This is an optimization exercise on Yosys and OpenROAD, whose aim is small area, not a production implementation. In this exercise RTL edits were held to simulation tests only and were not proved equivalent to the original. Power figures rest on the tool's default switching activity, not on a simulated workload.

### flow/design.v
module stopwatch(input CLOCK, input rst, input tick, input SW1, SW0, SW2, SW3, SW4, input [3:0] layer, input [31:0] x, y, output [15:0] oled_data);
    reg [2:0] t;
    reg [2:0] m;
    reg [3:0] u;
    reg [5:0] cnt;
    reg g;
    reg r;
    reg b;
    wire n0, n1, n2, n3, n4, n5, n6, n7, n8, n9, n10, n11, n12, n13, n14, n15, n16, n17, n18, n19, n20, n21, n22, n23, n24, n25, n26, n27, n28, n29, n30, n31, n32, n33, n34, n35, n36, n37, n38, n39, n40, n41, n42, n43, n44, n45, n46, n47, n48, n49, n50, n51, n52, n53, n54, n55, n56, n57, n58, n59, n60, n61, n62, n63, n64, n65, n66, n67, n68, n69, n70, n71, n72, n73, n74, n75, n76, n77, n78, n79, n80, n81, n82, n83, n84, n85, n86, n87, n88, n89, n90, n91, n92, n93, n94, n95, n96, n97, n98, n99, n100, n101, n102, n103, n104, n105, n106, n107, n108, n109, n110, n111, n112, n113, n114, n115, n116, n117, n118, n119, n120, n121, n122, n123, n124, n125, n126, n127, n128, n129, n130, n131, n132, n133, n134, n135, n136, n137, n138, n139, n140, n141, n142, n143, n144, n145, n146, n147, n148, n149, n150, n151, n152, n153, n154, n155, n156, n157, n158, n159, n160, n161, n162, n163, n164, n165, n166, n167, n168, n169, n170, n171, n172, n173, n174, n175, n176, n177, n178, n179, n180, n181, n182, n183, n184, n185, n186, n187, n188, n189, n190, n191, n192, n193, n194, n195, n196, n197, n198, n199, n200, n201, n202, n203, n204, n205, n206, n207, n208, n209, n210, n211, n212, n213, n214, n215, n216, n217, n218, n219, n220, n221, n222, n223, n224, n225, n226, n227, n228, n229, n230, n231, n232, n233, n234, n235, n236, n237, n238, n239, n240, n241, n242, n243, n244, n245, n246, n247, n248, n249, n250, n251, n252, n253, n254, n255, n256, n257, n258, n259, n260, n261, n262, n263, n264, n265, n266, n267, n268, n269, n270, n271, n272, n273, n274, n275, n276, n277, n278, n279, n280, n281, n282, n283, n284, n285, n286, n287, n288, n289, n290, n291, n292, n293, n294, n295, n296, n297, n298, n299, n300, n301, n302, n303, n304, n305, n306, n307, n308, n309, n310, n311, n312, n313, n314, n315, n316;
    assign n0 = layer[0] & ~layer[1];
    assign n1 = layer[2] & ~layer[3];
    assign n2 = n0 & n1;
    assign n3 = tick & n2;
    assign n4 = SW1 & n3;
    assign n5 = ~rst & ~n4;
    assign n6 = SW0 & n3;
    assign n7 = cnt[0] & cnt[5];
    assign n8 = cnt[1] & cnt[2];
    assign n9 = n7 & n8;
    assign n10 = ~m[2] & n9;
    assign n11 = n6 & n10;
    assign n12 = u[0] & n11;
    assign n13 = ~u[1] & n12;
    assign n14 = u[3] & n13;
    assign n15 = ~t[1] & n14;
    assign n16 = n5 & ~n15;
    assign n17 = ~t[0] & ~n14;
    assign n18 = n16 & ~n17;
    assign n19 = t[0] & t[1];
    assign n20 = ~t[2] & ~n19;
    assign n21 = n5 & n20;
    assign n22 = n14 & n21;
    assign n23 = t[1] & n5;
    assign n24 = ~n14 & n23;
    assign n25 = ~(~n22 & ~n24);
    assign n26 = t[2] & n16;
    assign n27 = t[0] & n22;
    assign n28 = ~(~n26 & ~n27);
    assign n29 = t[2] & n15;
    assign n30 = ~m[1] & n29;
    assign n31 = ~m[0] & ~n29;
    assign n32 = n5 & ~n31;
    assign n33 = ~n30 & n32;
    assign n34 = m[0] & n29;
    assign n35 = m[1] & ~n34;
    assign n36 = ~n30 & ~n35;
    assign n37 = n5 & ~n36;
    assign n38 = m[0] & n30;
    assign n39 = ~m[2] & ~n38;
    assign n40 = n5 & ~n39;
    assign n41 = ~u[3] & n11;
    assign n42 = u[1] & n41;
    assign n43 = u[3] & n11;
    assign n44 = ~u[0] & ~n43;
    assign n45 = ~n12 & ~n44;
    assign n46 = ~n42 & ~n45;
    assign n47 = n5 & ~n46;
    assign n48 = u[0] & u[1];
    assign n49 = ~u[2] & ~n48;
    assign n50 = n41 & n49;
    assign n51 = u[1] & ~n11;
    assign n52 = u[2] & n43;
    assign n53 = ~n51 & ~n52;
    assign n54 = ~n50 & n53;
    assign n55 = n5 & ~n54;
    assign n56 = ~u[2] & ~n13;
    assign n57 = n5 & ~n43;
    assign n58 = ~n56 & n57;
    assign n59 = u[2] & n12;
    assign n60 = u[3] & ~n13;
    assign n61 = ~n59 & ~n60;
    assign n62 = n5 & ~n61;
    assign n63 = ~cnt[0] & ~cnt[5];
    assign n64 = ~n7 & ~n63;
    assign n65 = n6 & ~n9;
    assign n66 = n5 & n65;
    assign n67 = ~n64 & n66;
    assign n68 = n5 & ~n6;
    assign n69 = cnt[0] & n68;
    assign n70 = ~(~n67 & ~n69);
    assign n71 = cnt[0] & n66;
    assign n72 = cnt[1] & n68;
    assign n73 = ~(~n71 & ~n72);
    assign n74 = cnt[1] & n66;
    assign n75 = cnt[2] & n68;
    assign n76 = ~(~n74 & ~n75);
    assign n77 = cnt[2] & n66;
    assign n78 = cnt[3] & n68;
    assign n79 = ~(~n77 & ~n78);
    assign n80 = cnt[3] & n66;
    assign n81 = cnt[4] & n68;
    assign n82 = ~(~n80 & ~n81);
    assign n83 = cnt[4] & n66;
    assign n84 = cnt[5] & n68;
    assign n85 = ~(~n83 & ~n84);
    assign n86 = SW3 & n2;
    assign n87 = y[0] & y[2];
    assign n88 = ~y[1] & ~y[2];
    assign n89 = ~y[0] & n88;
    assign n90 = ~n87 & ~n89;
    assign n91 = ~y[0] & ~y[1];
    assign n92 = y[0] & y[1];
    assign n93 = ~n91 & ~n92;
    assign n94 = ~x[2] & ~x[3];
    assign n95 = n93 & n94;
    assign n96 = n90 & ~n95;
    assign n97 = x[2] & x[3];
    assign n98 = ~x[0] & ~n97;
    assign n99 = ~n90 & ~n98;
    assign n100 = ~n96 & ~n99;
    assign n101 = ~y[2] & ~n93;
    assign n102 = x[1] & ~x[2];
    assign n103 = ~x[1] & x[2];
    assign n104 = ~n102 & ~n103;
    assign n105 = ~n94 & ~n97;
    assign n106 = n104 & n105;
    assign n107 = n101 & n106;
    assign n108 = ~x[0] & x[1];
    assign n109 = n87 & n94;
    assign n110 = ~n108 & ~n109;
    assign n111 = ~n107 & n110;
    assign n112 = n88 & n97;
    assign n113 = ~x[4] & ~n112;
    assign n114 = ~n111 & ~n113;
    assign n115 = ~n100 & n114;
    assign n116 = y[1] & y[2];
    assign n117 = ~x[3] & ~n87;
    assign n118 = ~x[2] & ~x[4];
    assign n119 = ~n117 & ~n118;
    assign n120 = ~x[0] & ~x[1];
    assign n121 = x[3] & n87;
    assign n122 = n120 & ~n121;
    assign n123 = ~n119 & n122;
    assign n124 = ~n116 & ~n123;
    assign n125 = ~n115 & n124;
    assign n126 = ~n97 & ~n120;
    assign n127 = x[4] & ~n126;
    assign n128 = ~y[3] & ~n127;
    assign n129 = x[5] & ~n128;
    assign n130 = ~n125 & n129;
    assign n131 = y[3] & ~n93;
    assign n132 = n111 & n131;
    assign n133 = ~n88 & n120;
    assign n134 = x[3] & ~n103;
    assign n135 = ~n133 & n134;
    assign n136 = ~n132 & ~n135;
    assign n137 = x[2] & ~y[1];
    assign n138 = n87 & ~n137;
    assign n139 = ~x[2] & ~y[0];
    assign n140 = y[1] & n139;
    assign n141 = ~n120 & ~n140;
    assign n142 = ~n138 & n141;
    assign n143 = x[4] & ~x[5];
    assign n144 = ~x[1] & ~x[3];
    assign n145 = ~x[6] & ~n144;
    assign n146 = n143 & n145;
    assign n147 = ~n142 & n146;
    assign n148 = ~n136 & n147;
    assign n149 = ~x[4] & x[6];
    assign n150 = y[3] & n116;
    assign n151 = n141 & ~n150;
    assign n152 = n149 & ~n151;
    assign n153 = x[0] & n102;
    assign n154 = ~x[0] & n103;
    assign n155 = ~n153 & ~n154;
    assign n156 = ~x[4] & x[5];
    assign n157 = ~x[1] & x[3];
    assign n158 = n156 & ~n157;
    assign n159 = n155 & n158;
    assign n160 = ~n152 & ~n159;
    assign n161 = x[1] & n97;
    assign n162 = ~n94 & ~n117;
    assign n163 = ~n116 & ~n162;
    assign n164 = ~n161 & ~n163;
    assign n165 = ~n160 & n164;
    assign n166 = ~x[3] & n149;
    assign n167 = x[2] & ~n91;
    assign n168 = ~n87 & n108;
    assign n169 = ~n167 & n168;
    assign n170 = n166 & n169;
    assign n171 = x[3] & n156;
    assign n172 = y[1] & n171;
    assign n173 = x[0] & y[2];
    assign n174 = n166 & n173;
    assign n175 = ~n172 & ~n174;
    assign n176 = ~n104 & ~n131;
    assign n177 = ~n175 & n176;
    assign n178 = ~n170 & ~n177;
    assign n179 = ~n165 & n178;
    assign n180 = ~n148 & n179;
    assign n181 = ~n130 & n180;
    assign n182 = ~y[3] & ~n116;
    assign n183 = ~y[4] & ~y[5];
    assign n184 = ~y[0] & n116;
    assign n185 = n183 & ~n184;
    assign n186 = ~n182 & n185;
    assign n187 = ~n181 & n186;
    assign n188 = ~x[1] & x[4];
    assign n189 = x[1] & ~x[4];
    assign n190 = ~n188 & ~n189;
    assign n191 = n104 & ~n190;
    assign n192 = ~x[3] & ~n191;
    assign n193 = y[1] & ~y[2];
    assign n194 = x[5] & ~n97;
    assign n195 = ~x[5] & n97;
    assign n196 = ~n194 & ~n195;
    assign n197 = u[2] & n196;
    assign n198 = x[4] & ~n97;
    assign n199 = t[2] & n198;
    assign n200 = ~n143 & ~n156;
    assign n201 = m[2] & ~n200;
    assign n202 = ~n199 & ~n201;
    assign n203 = ~n197 & n202;
    assign n204 = n193 & n203;
    assign n205 = ~n192 & ~n204;
    assign n206 = u[1] & n196;
    assign n207 = t[1] & n198;
    assign n208 = m[1] & ~n200;
    assign n209 = ~n207 & ~n208;
    assign n210 = ~n206 & n209;
    assign n211 = u[3] & n196;
    assign n212 = u[0] & n196;
    assign n213 = t[0] & n198;
    assign n214 = m[0] & ~n200;
    assign n215 = ~n213 & ~n214;
    assign n216 = ~n212 & n215;
    assign n217 = ~n211 & n216;
    assign n218 = n116 & ~n217;
    assign n219 = n192 & ~n218;
    assign n220 = y[3] & n211;
    assign n221 = ~n105 & ~n216;
    assign n222 = ~n220 & n221;
    assign n223 = ~n219 & ~n222;
    assign n224 = y[3] & n88;
    assign n225 = y[2] & ~y[3];
    assign n226 = ~n224 & ~n225;
    assign n227 = ~n223 & n226;
    assign n228 = n210 & ~n227;
    assign n229 = n105 & n190;
    assign n230 = ~n88 & ~n229;
    assign n231 = ~n224 & ~n230;
    assign n232 = ~n210 & n231;
    assign n233 = n105 & n224;
    assign n234 = n210 & n233;
    assign n235 = ~n232 & ~n234;
    assign n236 = ~y[1] & ~n235;
    assign n237 = n192 & ~n236;
    assign n238 = ~n105 & ~n189;
    assign n239 = ~y[3] & ~n238;
    assign n240 = n211 & n238;
    assign n241 = ~n239 & ~n240;
    assign n242 = ~n237 & n241;
    assign n243 = n190 & n203;
    assign n244 = n116 & ~n243;
    assign n245 = ~n224 & ~n244;
    assign n246 = ~n242 & n245;
    assign n247 = ~n216 & ~n246;
    assign n248 = ~n228 & ~n247;
    assign n249 = ~n205 & ~n248;
    assign n250 = ~y[1] & n203;
    assign n251 = ~n217 & ~n250;
    assign n252 = y[2] & ~n251;
    assign n253 = y[3] & ~n252;
    assign n254 = ~n225 & ~n253;
    assign n255 = n228 & n254;
    assign n256 = ~n216 & n225;
    assign n257 = ~y[3] & n102;
    assign n258 = ~n224 & ~n257;
    assign n259 = n211 & ~n258;
    assign n260 = y[3] & ~n192;
    assign n261 = ~n259 & n260;
    assign n262 = ~n256 & ~n261;
    assign n263 = n238 & ~n262;
    assign n264 = n235 & ~n263;
    assign n265 = ~n203 & ~n264;
    assign n266 = ~n211 & n225;
    assign n267 = ~n104 & ~n190;
    assign n268 = y[3] & n193;
    assign n269 = ~n105 & n268;
    assign n270 = ~n267 & ~n269;
    assign n271 = n216 & ~n270;
    assign n272 = ~n266 & ~n271;
    assign n273 = n203 & ~n272;
    assign n274 = ~n259 & ~n273;
    assign n275 = ~n210 & ~n274;
    assign n276 = ~n265 & ~n275;
    assign n277 = ~n255 & n276;
    assign n278 = ~n249 & n277;
    assign n279 = x[3] & ~n188;
    assign n280 = n194 & ~n279;
    assign n281 = x[4] & n161;
    assign n282 = ~n280 & ~n281;
    assign n283 = ~n166 & n282;
    assign n284 = x[6] & ~n282;
    assign n285 = ~n283 & ~n284;
    assign n286 = ~n278 & n285;
    assign n287 = ~n155 & n171;
    assign n288 = ~y[5] & n93;
    assign n289 = y[5] & ~n93;
    assign n290 = n90 & ~n289;
    assign n291 = ~n288 & n290;
    assign n292 = n287 & n291;
    assign n293 = ~n286 & ~n292;
    assign n294 = y[5] & ~n182;
    assign n295 = ~y[3] & y[4];
    assign n296 = ~n183 & ~n295;
    assign n297 = ~n294 & n296;
    assign n298 = ~n293 & n297;
    assign n299 = ~n187 & ~n298;
    assign n300 = ~SW3 & SW4;
    assign n301 = ~SW2 & ~n300;
    assign n302 = n2 & ~n301;
    assign n303 = ~rst & ~n302;
    assign n304 = ~n299 & n303;
    assign n305 = ~n86 & n304;
    assign n306 = ~rst & n2;
    assign n307 = n299 & n306;
    assign n308 = ~SW2 & ~SW3;
    assign n309 = n307 & ~n308;
    assign n310 = ~(~n305 & ~n309);
    assign n311 = n300 & n307;
    assign n312 = SW2 & n306;
    assign n313 = ~n305 & ~n312;
    assign n314 = ~(~n311 & n313);
    assign n315 = ~SW2 & n311;
    assign n316 = ~(~n304 & ~n315);
    assign oled_data[0] = b;
    assign oled_data[1] = b;
    assign oled_data[2] = b;
    assign oled_data[3] = b;
    assign oled_data[4] = b;
    assign oled_data[5] = g;
    assign oled_data[6] = g;
    assign oled_data[7] = g;
    assign oled_data[8] = g;
    assign oled_data[9] = g;
    assign oled_data[10] = g;
    assign oled_data[11] = r;
    assign oled_data[12] = r;
    assign oled_data[13] = r;
    assign oled_data[14] = r;
    assign oled_data[15] = r;
    always @(posedge CLOCK) begin
        t[0] <= n18;
        t[1] <= n25;
        t[2] <= n28;
        m[0] <= n33;
        m[1] <= n37;
        m[2] <= n40;
        u[0] <= n47;
        u[1] <= n55;
        u[2] <= n58;
        u[3] <= n62;
        cnt[0] <= n70;
        cnt[1] <= n73;
        cnt[2] <= n76;
        cnt[3] <= n79;
        cnt[4] <= n82;
        cnt[5] <= n85;
        g <= n310;
        r <= n314;
        b <= n316;
    end
endmodule
### flow/flow/run.sh
#!/bin/bash
# Own layout flow: the standard ORFS flow (the standard.sh), with three changes:
#  1. synthesis maps the logic with an area-oriented ABC recipe (flow/abc_area.script, used
#     through ABC_AREA=1 from a copy of ORFS's scripts folder); the rest of the synthesis
#     script is ORFS's own, so registers keep their names and cell types;
#  2. synthesis does not extract half/full adders (ADDER_MAP_FILE empty), so ABC maps all logic;
#  3. ports are buffered with sky130_fd_sc_hd__buf_1 instead of the cell buffer_ports picks.
# Each step's full output goes to its own log file in the work folder.
set -euo pipefail
W=$(pwd)
rm -rf "$W/scripts_mod"
cp -r "$FLOW_HOME/scripts" "$W/scripts_mod"
cp "$W/flow/abc_area.script" "$W/scripts_mod/abc_area.script"
SCRIPTS_DIR="$W/scripts_mod" ADDER_MAP_FILE= bash standard.sh synth > "$W/flow_synth.log" 2>&1
BUFFER_PORTS_ARGS="-buffer_cell sky130_fd_sc_hd__buf_1" bash standard.sh > "$W/flow_layout.log" 2>&1
### flow/flow/abc_area.script
strash
dc2
balance
rewrite
refactor
balance
rewrite
rewrite -z
balance
refactor -z
rewrite -z
balance
dc2
balance -l
resub -K 6 -l
rewrite -l
resub -K 6 -N 2 -l
refactor -l
resub -K 8 -l
balance -l
resub -K 8 -N 2 -l
rewrite -l
resub -K 10 -l
rewrite -z -l
resub -K 10 -N 2 -l
balance -l
resub -K 12 -l
refactor -z -l
resub -K 12 -N 2 -l
rewrite -z -l
balance -l
balance
rewrite
refactor
balance
rewrite
rewrite -z
balance
refactor -z
rewrite -z
balance
balance -l
resub -K 6 -l
rewrite -l
resub -K 6 -N 2 -l
refactor -l
resub -K 8 -l
balance -l
resub -K 8 -N 2 -l
rewrite -l
resub -K 10 -l
rewrite -z -l
resub -K 10 -N 2 -l
balance -l
resub -K 12 -l
refactor -z -l
resub -K 12 -N 2 -l
rewrite -z -l
balance -l
&get -n
&dch
&nf -p -a -R 1000 -E 100 -F 8 -A 8
&put
topo
### flow/standard.sh
#!/bin/bash
# synth_recipe.tcl (not shown) runs the flow's synth.tcl, then flattens the netlist and writes it again
# the make line also repeats each setting of config.mk as NAME=value (left out here)
make -C /OpenROAD-flow-scripts/flow DESIGN_CONFIG=/design/flow/config.mk WORK_HOME=/design/flow/orfs CLKGATE_MAP_FILE= SYNTH_SCRIPT=/design/flow/synth_recipe.tcl "${@:-finish}"
### flow/config.mk
export PLATFORM = sky130hd
export DESIGN_NAME = stopwatch
export DESIGN_NICKNAME = stopwatch
export VERILOG_FILES = /design/flow/design.v
export SDC_FILE = /design/flow/constraint.sdc
export NUM_CORES = 4
export LEC_CHECK = 0
export ABC_AREA = 1
export CAP_MARGIN = 20
export CORE_MARGIN = 2
export CORE_UTILIZATION = 40
export CTS_BUF_LIST = sky130_fd_sc_hd__clkbuf_4
export CTS_CLUSTER_SIZE = 20
export SLEW_MARGIN = 20
### flow/constraint.sdc
create_clock -name core_clock -period 10.0 [get_ports {CLOCK}]
set_input_delay 2.0000 -clock core_clock [delete_from_list [all_inputs] [get_ports {CLOCK}]]
set_output_delay 2.0000 -clock core_clock [all_outputs]
set_load 0.01 [all_outputs]
==> summary.txt, run 1 <==
clock share of power=0.244; post-layout min period=5230 ps; largest family of logic cells by synthesized area=compound AO/OA/AOI/OAI gates; max-cap violations=0; GRT overflow=0; synthesized instance count=217; Crit path max-delay family=compound AO/OA/AOI/OAI gates; post_cts resized=0; Core Util, Final=0.451; Ant. Diodes=0; Synth Cell Area=0.00156 sq mm; router iterations before antenna repair=5; Synth Area in Simple Gates=0.266; post-route insts no fill=293; total CTS buffers=3; Int Pwr=0.106 mW; Vias/cell=5.77; Crit-path slowest cell=buf_1; final setup fails=0; # IOs=92; synthesized area per cell=7.18 sq um; sw frac=0.325; Die ar.=0.00441 sq mm; synthesized net count=293; maximum VDD drop=0.0000882 V; buffer and inverter count on the worst path=1; share of layout cells above drive strength 1=0.0163; Worst Clk Skew=4.80 ps; Hold Crit Class=reg2reg; CTS max path bufs=2; actual slew at the worst max-slew pin=804 ps; multiplexer area fraction after synthesis=0.0273; stages on the worst setup path=16; Yosys reg bits=19; Starting Density=0.420; P&R area growth vs syn=7.54%; Post-CTS Setup Bufs=0; Slew Limit Headroom=0.463; WS Path Type=in2reg; P_leak=0.583 nW; global-route wire length before repair=6290 um; adder-cell share of the synthesized area=0; Syn. warnings=1; Die Wd=66.4 um; final total power=0.157 mW; total core area=0.00372 sq mm; antenna-violating nets left=0; total length of routed wires=3760 um; clock latency (worst-skew pair)=290 ps; max incr delay on CP=490 ps; synth unique cells=44; IO buf count=40; outcome=finished clean; ys flop type=dfxtp_1; CTS tree=built; worst path required time=10190 ps; Nets=322; Root Buffer=clkbuf_4; unrepaired setup endpoints after global routing=false; Comb pwr share=0.265; cells traversed along the worst timing path=buf_1 > nand2_1 > a32o_1 > a21oi_1 > nand2_1 > nand3_1 > a22o_1 > a31oi_1 > a222oi_1 > o31ai_1 > a22oi_1 > a211oi_1 > a21oi_1 > a211oi_1 > a21boi_0 > a211o_1; Hold Fails Final Rpt=0; compound-gate portion of the synthesized area=0.327; number of clock sinks=19; dpl hpwl=2830 um; Hold Buf Count CTS=0; final slew viol count=0; Global Route Usage Sum=0.177; vias=1690; sequential share of the synthesized area=0.244; fraction of registers with async set/reset=0; FF-to-FF setup slack=7080 ps; Post-Synth XOR/XNOR Area=0.0393; WL per Instance=12.8 um; pin count of the biggest net entering global routing=18; dpl cells=289; initial antenna violation count=0; Residual DRC=0; Fillers=402; Iter 0 DRT Violations=237; fmax=191 MHz; WHS Path Cells=1; FP Rows=22; H-tree depth=1; Worst setup EP type=flip-flop; period utilisation layout=0.523; crit start category=input pin; sequential share of power=0.491; Psw=0.0510 mW; die height=66.4 um; Post-synth EDFFs=0; P per Cell Area=93.6 mW/mm^2; vias in the first global route=1403; Reg clk slew, reported paths=110 ps; crit-path max FO=17; CP arrival=5420 ps; worst-case reg-to-reg path depth=14; Final GP Congestion=0.874; setup_tns=0 ps
[kinds of logic after synthesis]
group                     Yosys count
buffers and inverters              24
DFF                                19
muxes                               4
and+or+nand+nor                    86
xor gates and xnor gates            7
AOI/OAI and AO/OA                  77
[layer usage]
metal | wire [um] | vias to the layer above | track usage
met3 | 207 | 4 | 0.0307
met1 | 1860 | 771 | 0.266
met5 | 0 | - | 0
li1 | - | 858 | -
met4 | 30 | 0 | 0.0306
met2 | 1660 | 57 | 0.265
[sequential cells by signal, indices dropped and copies added, names as in the netlist]
signal  flops
cnt         6
u           4
m           3
t           3
b           1
g           1
r           1
[final timing paths]
kind                              from  endpoint
worst max-delay path              x[3]         r
worst min register to register  cnt[3]    cnt[4]
worst max register to register    t[0]         r
worst min-delay path            cnt[3]    cnt[4]
[power by group through the flow]
stage	Clock, mW	Combinational (mW)	Sequential [mW]
4_1_cts	0.0397	0.0413	0.0771
5_1_grt	0.0443	0.0470	0.0773
3_5_place_dp	0	0.0411	0.0788
2_1_floorplan	0	0.0292	0.0787
6_report	0.0384	0.0416	0.0770
3_3_place_gp	0	0.0414	0.0788
[cell type report]
type                       count  area (sq um)  share of cell area
clock buffer                   3          22.5              0.0134
clock inverter                 1          5.00             0.00299
inverter                       8          30.0              0.0179
multi-input combinational    174          1030               0.613
sequential                    19           380               0.227
tap                           48          60.1              0.0358
timing repair buffer          40           150              0.0896
[through the flow]
stage / hold slack (ps) / setup slack (ps) / instance area [sq um]
finish: 479 / 4770 / 1680
global route: 506 / 4400 / 1680
CTS: 485 / 4820 / 1680
detailed placement: 457 / 4510 / 1650
global placement: 454 / 4530 / 1650
floorplan: 443 / 5650 / 1560
[synth_stat cells (4+ instances only)]
master,count,share of area
buf_4,16,0.077
nor3_1,7,0.022
dfxtp_1,19,0.24
o21ai_0,17,0.055
nor2b_1,6,0.024
clkinv_1,8,0.019
xor2_1,4,0.022
a31oi_1,7,0.028
nand2_1,26,0.063
nor2_1,20,0.048
a22o_1,8,0.045
a21oi_1,16,0.051
nand3_1,9,0.029
[cells in the final DEF (no fill, tap or decap), types with 3 or more instances in the layout]
| cell | netlist | layout |
|---|---|---|
| o22ai_1 | 3 | 3 |
| a22o_1 | 8 | 8 |
| nand3_1 | 9 | 9 |
| a211oi_1 | 3 | 3 |
| nand2b_1 | 3 | 3 |
| a21oi_1 | 16 | 16 |
| clkbuf_4 | 0 | 3 |
| xor2_1 | 4 | 4 |
| nor2_1 | 20 | 20 |
| o21ai_0 | 17 | 17 |
| a31oi_1 | 7 | 7 |
| clkinv_1 | 8 | 8 |
| dfxtp_1 | 19 | 19 |
| a22oi_1 | 3 | 3 |
| nor2b_1 | 6 | 6 |
| xnor2_1 | 3 | 3 |
| buf_1 | 0 | 40 |
| nor3_1 | 7 | 7 |
| nand2_1 | 26 | 26 |
==> run 2, diff against run 1 <==
--- a/flow/flow/abc_area.script
+++ b/flow/flow/abc_area.script
@@ -58,7 +58,6 @@
 rewrite -z -l
 balance -l
 &get -n
-&dch
-&nf -p -a -R 1000 -E 100 -F 8 -A 8
+&nf -p -a -R 1000 -E 100
 &put
 topo
==> run 2 against run 1 <==
Effect of this change:
- worst setup slack worse by 290 ps
- utilization fell by 0.14 points
- flip-flop and latch count did not move
- sequential power about the same
- critical path type unchanged
- largest power group unchanged
- via count rose by 0.30%
- power rose by 2.4%
- synthesized cell count shrank 3.7%
- die area decreased by 1.2%
- clock-buffer cell count is the same
==> summary.txt, run 2 <==
total CTS buffers=3; Hold Buf Count CTS=0; worst path required time=10200 ps; Psw=0.0541 mW; CTS tree=built; CP arrival=5720 ps; Int Pwr=0.107 mW; P&R area growth vs syn=7.80%; Root Buffer=clkbuf_4; clock latency (worst-skew pair)=300 ps; Post-CTS Setup Bufs=0; worst setup margin=4480 ps; WL per Instance=13.8 um; RR Endpoint=r; Synth area leader=dfxtp_1; Hold Crit Start=cnt[3]; Hold Fails Final Rpt=0; biggest regs=cnt (6), u (4); Setup crit start=x[3]; P per Cell Area=96.9 mW/mm^2; actual slew at the worst max-slew pin=761 ps; Ant. Diodes=0; crit start category=input pin; worst setup path end=r; vias=1695; fraction of registers with async set/reset=0; final slew viol count=0; antenna-violating nets left=0; Iter 0 DRT Violations=180; total core area=0.00369 sq mm; crit-path max FO=11; Syn. warnings=1; final total power=0.161 mW; post_cts resized=0; pre-CTS WS=4160 ps; sequential share of power=0.480; Worst Clk Skew=2.70 ps; final setup fails=0; most common cell in the netlist=nor2_1; maximum VDD drop=0.0000802 V; sw frac=0.336; Nets=314; Global Route Usage Sum=0.187; most frequent cells in the layout=buf_1 (40), nor2_1 (24), dfxtp_1 (19); Synth Cell Area=0.00154 sq mm; total length of routed wires=3930 um; synthesized instance count=209; unrepaired setup endpoints after global routing=false; sequential share of the synthesized area=0.247; # IOs=92; router iterations before antenna repair=5; synthesized area per cell=7.36 sq um; Fillers=409; H-tree depth=1; initial antenna violation count=0; number of clock sinks=19; outcome=finished clean; dpl hpwl=2980 um; Reg with most FFs=cnt; WHS Path Cells=1; Comb pwr share=0.267; Reg clk slew, reported paths=120 ps; Final GP Congestion=0.882; largest family of logic cells by synthesized area=compound AO/OA/AOI/OAI gates; Largest register FFs=6; synth top area cells=dfxtp_1 (25%), buf_4 (7.8%), nor2_1 (5.9%); Hold Crit Class=reg2reg; vias in the first global route=1458; period utilisation layout=0.552; Starting Density=0.417; ys flop type=dfxtp_1; post-layout min period=5520 ps; Die Wd=66.0 um; share of layout cells above drive strength 1=0.0169; Worst setup EP type=flip-flop; synth unique cells=45; P_leak=0.550 nW; pin count of the biggest net entering global routing=14; Yosys reg bits=19; Post-synth EDFFs=0; global-route wire length before repair=6430 um; Post-Synth XOR/XNOR Area=0.0285; FP Rows=22; Slew Limit Headroom=0.486; Synth Area in Simple Gates=0.234; final hold slack=484 ps; die height=66.0 um; synthesized net count=285; WS Path Type=in2reg; adder-cell share of the synthesized area=0; GRT overflow=0; FF-to-FF setup slack=6810 ps; compound-gate portion of the synthesized area=0.381; commonest non-fill, non-tap cell in the layout=buf_1; Residual DRC=0; Vias/cell=5.95; top cell type's share of synthesized area=0.247; setup_tns=0 ps; Core Util, Final=0.450; r2r startpoint=u[1]; Commonest cells post-synth=nor2_1 (24), dfxtp_1 (19), nand2_1 (17), buf_4 (16); worst-case reg-to-reg path depth=12; clock share of power=0.253; CTS max path bufs=2; max-cap violations=0; multiplexer area fraction after synthesis=0.00650; Die ar.=0.00436 sq mm; IO buf count=40; fmax=181 MHz
## run 2: layer usage
metal | track usage | routed length (um) | vias up
met5 | 0 | 0 | -
met4 | 0.0434 | 23 | 0
met3 | 0.0358 | 198 | 2
met2 | 0.311 | 1780 | 48
met1 | 0.250 | 1920 | 796
li1 | - | - | 849
## run 2: kinds of logic after synthesis
kind of cell,count (synthesis)
muxes,1
xor gates and xnor gates,5
DFF,19
buffers and inverters,26
AOI/OAI and AO/OA,83
and+or+nand+nor,75
## run 2: cell type report
class / instances / area, sq um / share of cell area
repair buffers: 40 / 150 / 0.0905
multi-input cells: 164 / 1000 / 0.603
clock buffers: 3 / 22.5 / 0.0136
clock inverters: 1 / 7.51 / 0.00452
well taps: 48 / 60.1 / 0.0362
flip-flops and latches: 19 / 380 / 0.229
inverters: 10 / 37.5 / 0.0226
## run 2: power by group through the flow
stage	Clock [mW]	Sequential, mW	Combinational [mW]
after detailed placement	0	0.0789	0.0420
after CTS	0.0436	0.0772	0.0423
after floorplan	0	0.0788	0.0306
final	0.0407	0.0771	0.0430
after global routing	0.0467	0.0774	0.0476
after global placement	0	0.0789	0.0424
## run 2: worst min path at each step
stage          slack, ps  endpoint
4_1_cts              490    cnt[5]
3_3_place_gp         450    cnt[5]
6_report             480    cnt[4]
5_1_grt              500    cnt[5]
3_5_place_dp         460    cnt[5]
2_1_floorplan        440    cnt[4]
## run 2: through the flow
stage / instance area, sq um / instances
after floorplan: 1540 / 209
after global placement: 1630 / 281
after detailed placement: 1630 / 281
after CTS: 1660 / 285
after global routing: 1660 / 285
final: 1660 / 285
## run 2: worst max-delay path: stages
cell and delay [ps]:
buf_1 330, and2_0 370, xnor2_1 250, a222oi_1 660, nand2_1 150, a31oi_1 200, a311oi_1 60, a211oi_1 270
nor3_1 90, a311oi_1 370, o32ai_1 160, a31oi_1 240, nor3_1 100, a21boi_0 150, a211o_1 310

-- static timing again, ports no longer ideal --
In the flow no input, the clock included, has a driving cell. The finished layouts below were timed again as built, in two steps. Step 1, drivers: a clkbuf_16 drives CLOCK and a buf_2 each remaining input, both assumed. Step 2, shift: input delay + t, output delay - t, t = (earliest + latest rising clock arrival at the registers) / 2. This alone moves slack from input paths to output paths. Three values: ideal, step 1, step 2; two values: the first two.
run	shift t [ns]	setup slack, ns	worst slew at a driven data input, ns	cell pins on the clock port's net
run 1	0.311	4.768 / 4.765 / 4.453	0.03	1
run 2	0.321	4.480 / 4.479 / 4.158	0.03	1
After both steps every run listed still meets setup and hold. The setup slack of run 2, which loses most, moves by -0.001 ns with the drivers and by -0.322 ns with both steps.
